From an optimization exercise on the open Yosys and OpenROAD flow, aimed at small area, a short achievable clock period and few clock cycles; shortcuts taken in it are not production practice. Where RTL was checked, it was by simulation tests only, not by an equivalence proof against the original. Only the layout flow was run in run 2; the RTL was not checked for function there.

==> flow/design.v (outline; a module is shown in full before it is edited, if it fits) <==
// module seq_multi: 1236 lines
module seq_multi #(
    parameter WIDTH = 32
)
(
    input wire logic clk,
    input wire logic rst,
    input wire logic start,
    input wire logic [WIDTH - 1:0] multiplier,
    input wire logic [WIDTH - 1:0] multiplicand,
    output logic busy,
    output logic [(WIDTH * 2) - 1:0] product
);
  // ...
==> flow/flow/run.sh <==
#!/bin/bash
# The standard layout, with the port buffers made of buf_1 cells instead of the
# delay-buffer cells buffer_ports picks by default.
set -euo pipefail
export BUFFER_PORTS_ARGS="-buffer_cell sky130_fd_sc_hd__buf_1"
bash standard.sh finish > standard.log 2>&1
==> flow/standard.sh <==
#!/bin/bash
# synth_recipe.tcl (not shown) runs the flow's synth.tcl, then flattens the netlist and writes it again
# the make line also repeats each setting of config.mk as NAME=value (left out here)
make -C /OpenROAD-flow-scripts/flow DESIGN_CONFIG=/design/flow/config.mk WORK_HOME=/design/flow/orfs CLKGATE_MAP_FILE= SYNTH_SCRIPT=/design/flow/synth_recipe.tcl "${@:-finish}"
==> flow/config.mk <==
export PLATFORM = sky130hd
export DESIGN_NAME = seq_multi
export DESIGN_NICKNAME = seq_multi
export VERILOG_FILES = /design/flow/design.v
export SDC_FILE = /design/flow/constraint.sdc
export NUM_CORES = 4
export LEC_CHECK = 0
export CAP_MARGIN = 20
export CORE_MARGIN = 2
export CORE_UTILIZATION = 55
export SETUP_SLACK_MARGIN = 0.5
export SLEW_MARGIN = 20
==> flow/constraint.sdc <==
create_clock -name core_clock -period 5.0 [get_ports {clk}]
set_input_delay 1.0000 -clock core_clock [delete_from_list [all_inputs] [get_ports {clk}]]
set_output_delay 1.0000 -clock core_clock [all_outputs]
set_load 0.01 [all_outputs]
==> summary.md, run 1 <==
| Metric | Value |
|---|---|
| Sequential cells | 180 |
| Hold depth | 1 |
| Clk_skew | approximately 26 ps |
| Hold Path End | busy |
| GRT met2 Usage | 0.587 |
| Number of synthesized register bits | 180 |
| Levels on crit path | 12 |
| Routing usage on met3 | 0.154 |
| Seq area share | 0.145 |
| # clk buffers | 18 |
| Tap cell count | 518 |
| Initial drt markers | 2395 |
| CP Max Fanout | 5 |
| Hold_ws | roughly 420 ps |
| Regs by FF count | c x64, s x64, m x32 |
| Largest net degree at the start of global routing | 55 |
| Final Critical Period | roughly 4500 ps |
| Number of cell rows | 72 |
| Max-Cap Viols | 0 |
| Yosys top cell area share | 0.267 |
| Critical R2R Capture | s[27] |
| Layout cell share with drive strength beyond 1 | 0.149 |
| Register area | roughly 3600 µm² |
| Launch point of the critical path | c[11] |
| Layout area overhead | 16.2% |
| Avg Cell Area, Syn | about 8.8 µm² |
| Status | timing/DRC/antenna clean |
| Die H | between 200 and 250 µm |
| Crit-path cells | ha_4 -> a21oi_2 -> o21ai_1 -> a221o_1 -> o2111a_2 -> o2111ai_4 -> and2_4 -> o21bai_4 -> a311oi_4 -> buf_4 -> a211oi_2 -> buf_2 |
| CP arrival | 3550 ps |
| Final setup fails | 0 |
| Setup WS post-layout | approximately 450 ps |
| Design area | around 25000 µm² |
| Post-synthesis sequential area ratio | 0.167 |
| Count of buffers from port buffering | between 100 and 150 |
| IO Count | 132 |
| Most common cell in the synthesized netlist | inv_1 |
| PostCTS Resize Cnt | 36 |
| Crit-path leading delay family | compound AO/OA/AOI/OAI gates |
| Share of cell area taken by multi-input logic gates | 0.674 |
| Vias in the first global route | approximately 20000 |
Testbench counts, summed over its fixed seeds: cycles 907.
==> inputs of run 2 (changes only) <==
--- a/flow/design.v
+++ b/flow/design.v
@@ -11,17 +11,18 @@
     output logic [(WIDTH * 2) - 1:0] product
 );
     logic [63:0] s, c;         
     logic [31:0] m;            
     logic [31:17] q;           
     logic n8;                  
     logic bm, bq, bx, bd;
     wire accept = start & ~busy;
-    wire need_b = |multiplier[31:17];
+    wire mz = ~|multiplicand;
+    wire need_b = |multiplier[31:17] & ~mz;
     wire [63:0] psum;
     assign product = psum;
     wire [31:0] ms = bm ? m : multiplicand;
     wire [32:0] qa = {multiplier, 1'b0};     
     wire ng0 = ~bq & (qa[2]);
     wire on0 = ~bq & (qa[1] ^ qa[0]);
     wire tw0 = ~bq & ((qa[2] & ~qa[1] & ~qa[0]) | (~qa[2] & qa[1] & qa[0]));
     wire ng1 = bq ? (q[19]) : (qa[4]);
@@ -40,17 +41,17 @@
     wire on5 = bq ? (q[26] ^ q[25]) : (qa[11] ^ qa[10]);
     wire tw5 = bq ? ((q[27] & ~q[26] & ~q[25]) | (~q[27] & q[26] & q[25])) : ((qa[12] & ~qa[11] & ~qa[10]) | (~qa[12] & qa[11] & qa[10]));
     wire ng6 = bq ? (q[29]) : (qa[14]);
     wire on6 = bq ? (q[28] ^ q[27]) : (qa[13] ^ qa[12]);
     wire tw6 = bq ? ((q[29] & ~q[28] & ~q[27]) | (~q[29] & q[28] & q[27])) : ((qa[14] & ~qa[13] & ~qa[12]) | (~qa[14] & qa[13] & qa[12]));
     wire ng7 = bq ? (q[31]) : (qa[16]);
     wire on7 = bq ? (q[30] ^ q[29]) : (qa[15] ^ qa[14]);
     wire tw7 = bq ? ((q[31] & ~q[30] & ~q[29]) | (~q[31] & q[30] & q[29])) : ((qa[16] & ~qa[15] & ~qa[14]) | (~qa[16] & qa[15] & qa[14]));
-    wire ng8 = ~bq & (qa[18]);
+    wire ng8 = ~bq & (qa[18]) & ~mz;
     wire on8 = ~bq & (qa[17] ^ qa[16]);
     wire tw8 = ~bq & ((qa[18] & ~qa[17] & ~qa[16]) | (~qa[18] & qa[17] & qa[16]));
     wire [8:0] ng = {ng8, ng7, ng6, ng5, ng4, ng3, ng2, ng1, ng0};
     wire [8:0] on = {on8, on7, on6, on5, on4, on3, on2, on1, on0};
     wire [8:0] tw = {tw8, tw7, tw6, tw5, tw4, tw3, tw2, tw1, tw0};
     wire [33:0] ms2 = {1'b0, ms, 1'b0};    
     wire [32:0] pp0 = (({33{on[0]}} & ms2[33:1]) | ({33{tw[0]}} & ms2[32:0])) ^ {33{ng[0]}};
     wire [32:0] pp1 = (({33{on[1]}} & ms2[33:1]) | ({33{tw[1]}} & ms2[32:0])) ^ {33{ng[1]}};
@@ -1216,17 +1217,17 @@
     always_ff @(posedge clk) begin
         busy <= ~rst & accept & need_b;
         bm <= ~rst & start & ~bm & need_b;
         bq <= ~rst & start & ~bq & need_b;
         bx <= ~rst & start & ~bx & need_b;
         bd <= ~rst & start & ~bd & need_b;
         m <= multiplicand;
         q <= multiplier[31:17];
-        n8 <= multiplier[17];
+        n8 <= multiplier[17] & ~mz;
         if (start & ~bd) begin
             s <= ts;
             c <= tc;
         end else if (bd) begin
             s <= {ts[47:0], product[15:0]};
             c <= {tc[47:0], 16'd0};
         end else begin
             s <= product;
==> summary.md, run 2 <==
| Metric | Value |
|---|---|
| WL met1 | between 30 and 40 mm |
| Max_slew headroom | 0.315 |
| Starting density of the core | 0.555 |
| Crit Path Class | flop to output port |
| Hold Crit Class | flop to flop |
| Launch point of the critical path | c[25] |
| Crit-path cells | ha_4 -> a21o_1 -> a31o_1 -> a221oi_2 -> o31ai_2 -> buf_4 -> o211ai_1 -> a21o_1 -> a21o_1 -> nand3b_1 -> o21ai_2 -> xnor2_1 -> buf_2 |
| Clk_skew | 18.6 ps (-7.88 ps) |
| Slowest cell on the critical path | dfxtp_2 |
| XOR/XNOR Fraction of Synth Area | 0.130 |
| Antenna violations before repair | 1 |
| Fmax | roughly 220 MHz |
| Synth async-reset ratio | 0 |
| Cts bufs inserted | 17 |
| Most frequent cells in the layout | inv_1 (318), o22ai_1 (267), xnor2_1 (245), fa_1 (241), dfxtp_1 (168) |
| Routed vias | a little over 20000 |
| Layout Nets | 3139 |
| Total track usage | 0.431 |
| Hold Startpoint | busy |
| Post-Synthesis Cells | approximately 2500 |
| Commonest cells in the netlist | inv_1 (328), fa_1 (287), o22ai_1 (271) |
| Wire length per cell | between 20 and 30 µm |
| Avg Cell Area, Syn | 8.74 µm² (-1.2%) |
| Congestion Overflow GR | 0 |
| Status | timing/DRC/antenna clean |
| Largest net degree at the start of global routing | 47 (-15%) |
| Total wire length | around 90 mm |
| IO Count | 132 (unchanged) |
| Hpwl dp | roughly 67 mm |
| Die width | 204 µm |
| DRC viols | 0 |
| Initial drt markers | 2691 (+12%) |
| Setup WS post-layout | 434 ps (-17.0 ps) |
| Root buf cell | clkbuf_16 |
| Post-Place Worst Slack | -229 ps |
| Slew Limit Fails | 0 |
| Hold_buf cts | 0 |
| CP arrival | 3570 ps (+20 ps) |
| Post-synthesis net count | 2956 |
| Synthesis warning total | 1 |
| Placed Instance Area | roughly 25000 µm² |
| WP data required | 4000 ps |
| Post-synth EDFFs | 0 |
| RSZ-0062 raised after global routing | yes |
| Crit path launch type | flop |
| H-tree levels | 4 |
| Synth Area in Compound Gates | 0.173 |
| Yosys top cell by area | fa_1 |
| Clock latency (worst-skew pair) | approximately 500 ps |
| Endpoints failing hold | 0 |
| Simple-Gate Fraction of Synth Area | 0.0964 |
| Period utilization | 0.913 |
| Post-route ant nets | 0 |
| Regs by FF count | c x64, s x64, m x32 |
| Max-Cap Viols | 0 (unchanged) |
| TritonCTS clock tree | done |
| Die area | around 42000 µm² |
| Gpl congestion | just over 1 |
| Final Critical Period | 4570 ps (+17.0 ps) |
| Setup tns final | 0 ps |
| Final setup fails | 0 (unchanged) |
| Count of buffers from port buffering | 131 (unchanged) |
| First-pass GRT wire length | around 130 mm |
| Yosys top cell area share | 0.261 (-0.00549) |
| CP Max Fanout | 5 (unchanged) |
| Layout area overhead | 20.0% |
| Post-synthesis adder-cell area fraction | 0.310 |
| Setup crit end kind | output port |
| Layout cell share with drive strength beyond 1 | 0.192 (+0.0422) |
| CTS clk-pin slew, worst paths | about 90 ps |
| Pre-antenna DRT Iters | 7 |
| Clock Sinks | 181 |
| Most common cell in the synthesized netlist | inv_1 |
| Crit-path leading delay family | compound AO/OA/AOI/OAI gates |
| Number of synthesized register bits | 181 (+0.56%) |
| Die H | 204 µm (+1.0%) |
| Mapped Area | 22000 µm² |
| Most common flop cell mapped by yosys | dfxtp_1 |
| Design area | 26400 µm² (+5.4%) |
| Met3 routed WL | between 10 and 15 mm |
| Yosys cell types | between 70 and 80 |
| CP Buf/Inv Count | 2 |
| Post-synthesis sequential area ratio | 0.165 (-0.00253) |
| Vias in the first global route | 19900 (+2.3%) |
| Slowest Stage Delay on Critical Path | between 300 and 400 ps |
| Highest metal used | met4 |
| Clock buffer depth | 2 |
| Worst-margin pin slew | approximately 1000 ps |
| WL met2 | ~36 mm |
| Commonest non-fill, non-tap cell in the layout | inv_1 |
| Post-synthesis mux area share | 0.0387 |
| Synth area leaders | fa_1 (26%), dfxtp_1 (16%), xnor2_1 (9.8%) |
| Reg-to-reg critical path startpoint | bm |
| Via/cell ratio | between 6 and 7 |
| Number of cell rows | 73 (+1.4%) |
| Core area | ~40000 µm² |
| Largest family of logic cells by synthesized area | adder cells |
| Crit path top cell by count | a21o_1 |
run 2: cell count changes in the layout (fill, tap and decap cells not counted), sizes merged, moves of 12 or more:
cell and change:
buf +50, inv +31, xnor2 -21, a22o +18
nor2 +18, a21oi -17, xor2 +12
run 2: cell type report:
cell class	count	area, µm²
clock buffer	17	425
clock inverter	15	184
tap	525	657
inverter	335	1260
fill	3311	13300
multi-input combinational	1823	17300
sequential	181	3640
antenna	1	2.50
timing repair buffer	342	2890
run 2: final timing paths:
kind	slack [ps]	end	cells after the start
hold reg to reg	450	busy	1
hold / removal	450	busy	1
setup / recovery	430	product[43]	13
setup reg to reg	620	s[31]	12
run 2: logic make-up (layout without fill, tap and decap cells):
group | Yosys count | after routing
buffers and inverters | 513 | 709
AO/OA/AOI/OAI | 598 | 598
XOR/XNOR | 325 | 325
other | 0 | 1
multiplexers | 81 | 81
flip-flops | 181 | 181
AND/OR/NAND/NOR | 447 | 447
adder cells (fa/ha/maj) | 372 | 372
run 2: per-stage QoR:
stage	instances	util	hold slack (ps)
5_1_grt	3238	0.666	455
4_1_cts	3211	0.647	445
2_1_floorplan	2517	-	443
3_3_place_gp	3160	0.622	399
3_5_place_dp	3160	0.622	434
6_report	3239	0.666	446
run 2: worst register-to-register path, stage by stage (launching register included):
cell     delay (ps)
dfxtp_4         530
buf_12          220
mux2i_2         350
buf_4           320
o22ai_1         150
xnor2_1         160
fa_1            520
inv_1            60
fa_1            450
fa_1            500
fa_1            570
nor2_1          330
a221o_1         170
run 2: repair_timing:
| item | in CTS | in global routing |
|---|---|---|
| gates cloned | 1 | 1 |
| gates resized for setup | 67 | 155 |
| pin swaps | 35 | 102 |
| endpoints found under the hold margin | 0 | 0 |
| buffers inserted | 18 | 26 |
| endpoints found under the setup margin | 71 | 118 |
run 2: routing by layer:
metal / up-vias / track usage
met2: 1547 / 0.588
met5: - / 0
li1: 8737 / -
met3: 207 / 0.159
met1: 10100 / 0.615
met4: 0 / 0.174

-- re-timing with driven ports --
The results above use ideal ports. As a check the final layouts listed here were re-extracted and re-timed, cells and wires unchanged.
Step 1 (the two cells are an assumption about what drives the block):
set clk [get_ports {clk}]
set_driving_cell -lib_cell sky130_fd_sc_hd__clkbuf_16 $clk
set_driving_cell -lib_cell sky130_fd_sc_hd__buf_2 [delete_from_list [all_inputs] $clk]
Step 2 also shifts input and output timing later by t, the mid clock arrival at the registers, as if the neighbouring blocks saw the same clock.
Three values: ideal ports, drivers, drivers and shift; two values: the first two.
run | t (ns) | setup slack, ns | worst register clock-pin slew, ns
run 1 | 0.549 | 0.451 / 0.391 / 0.027 | 0.09 / 0.09
run 2 | 0.550 | 0.434 / 0.374 / -0.035 | 0.09 / 0.09
With both steps, setup timing fails in run 2, where it was met with ideal ports. The setup slack of run 2, which loses most, moves by -0.060 ns with the drivers and by -0.469 ns with both steps.
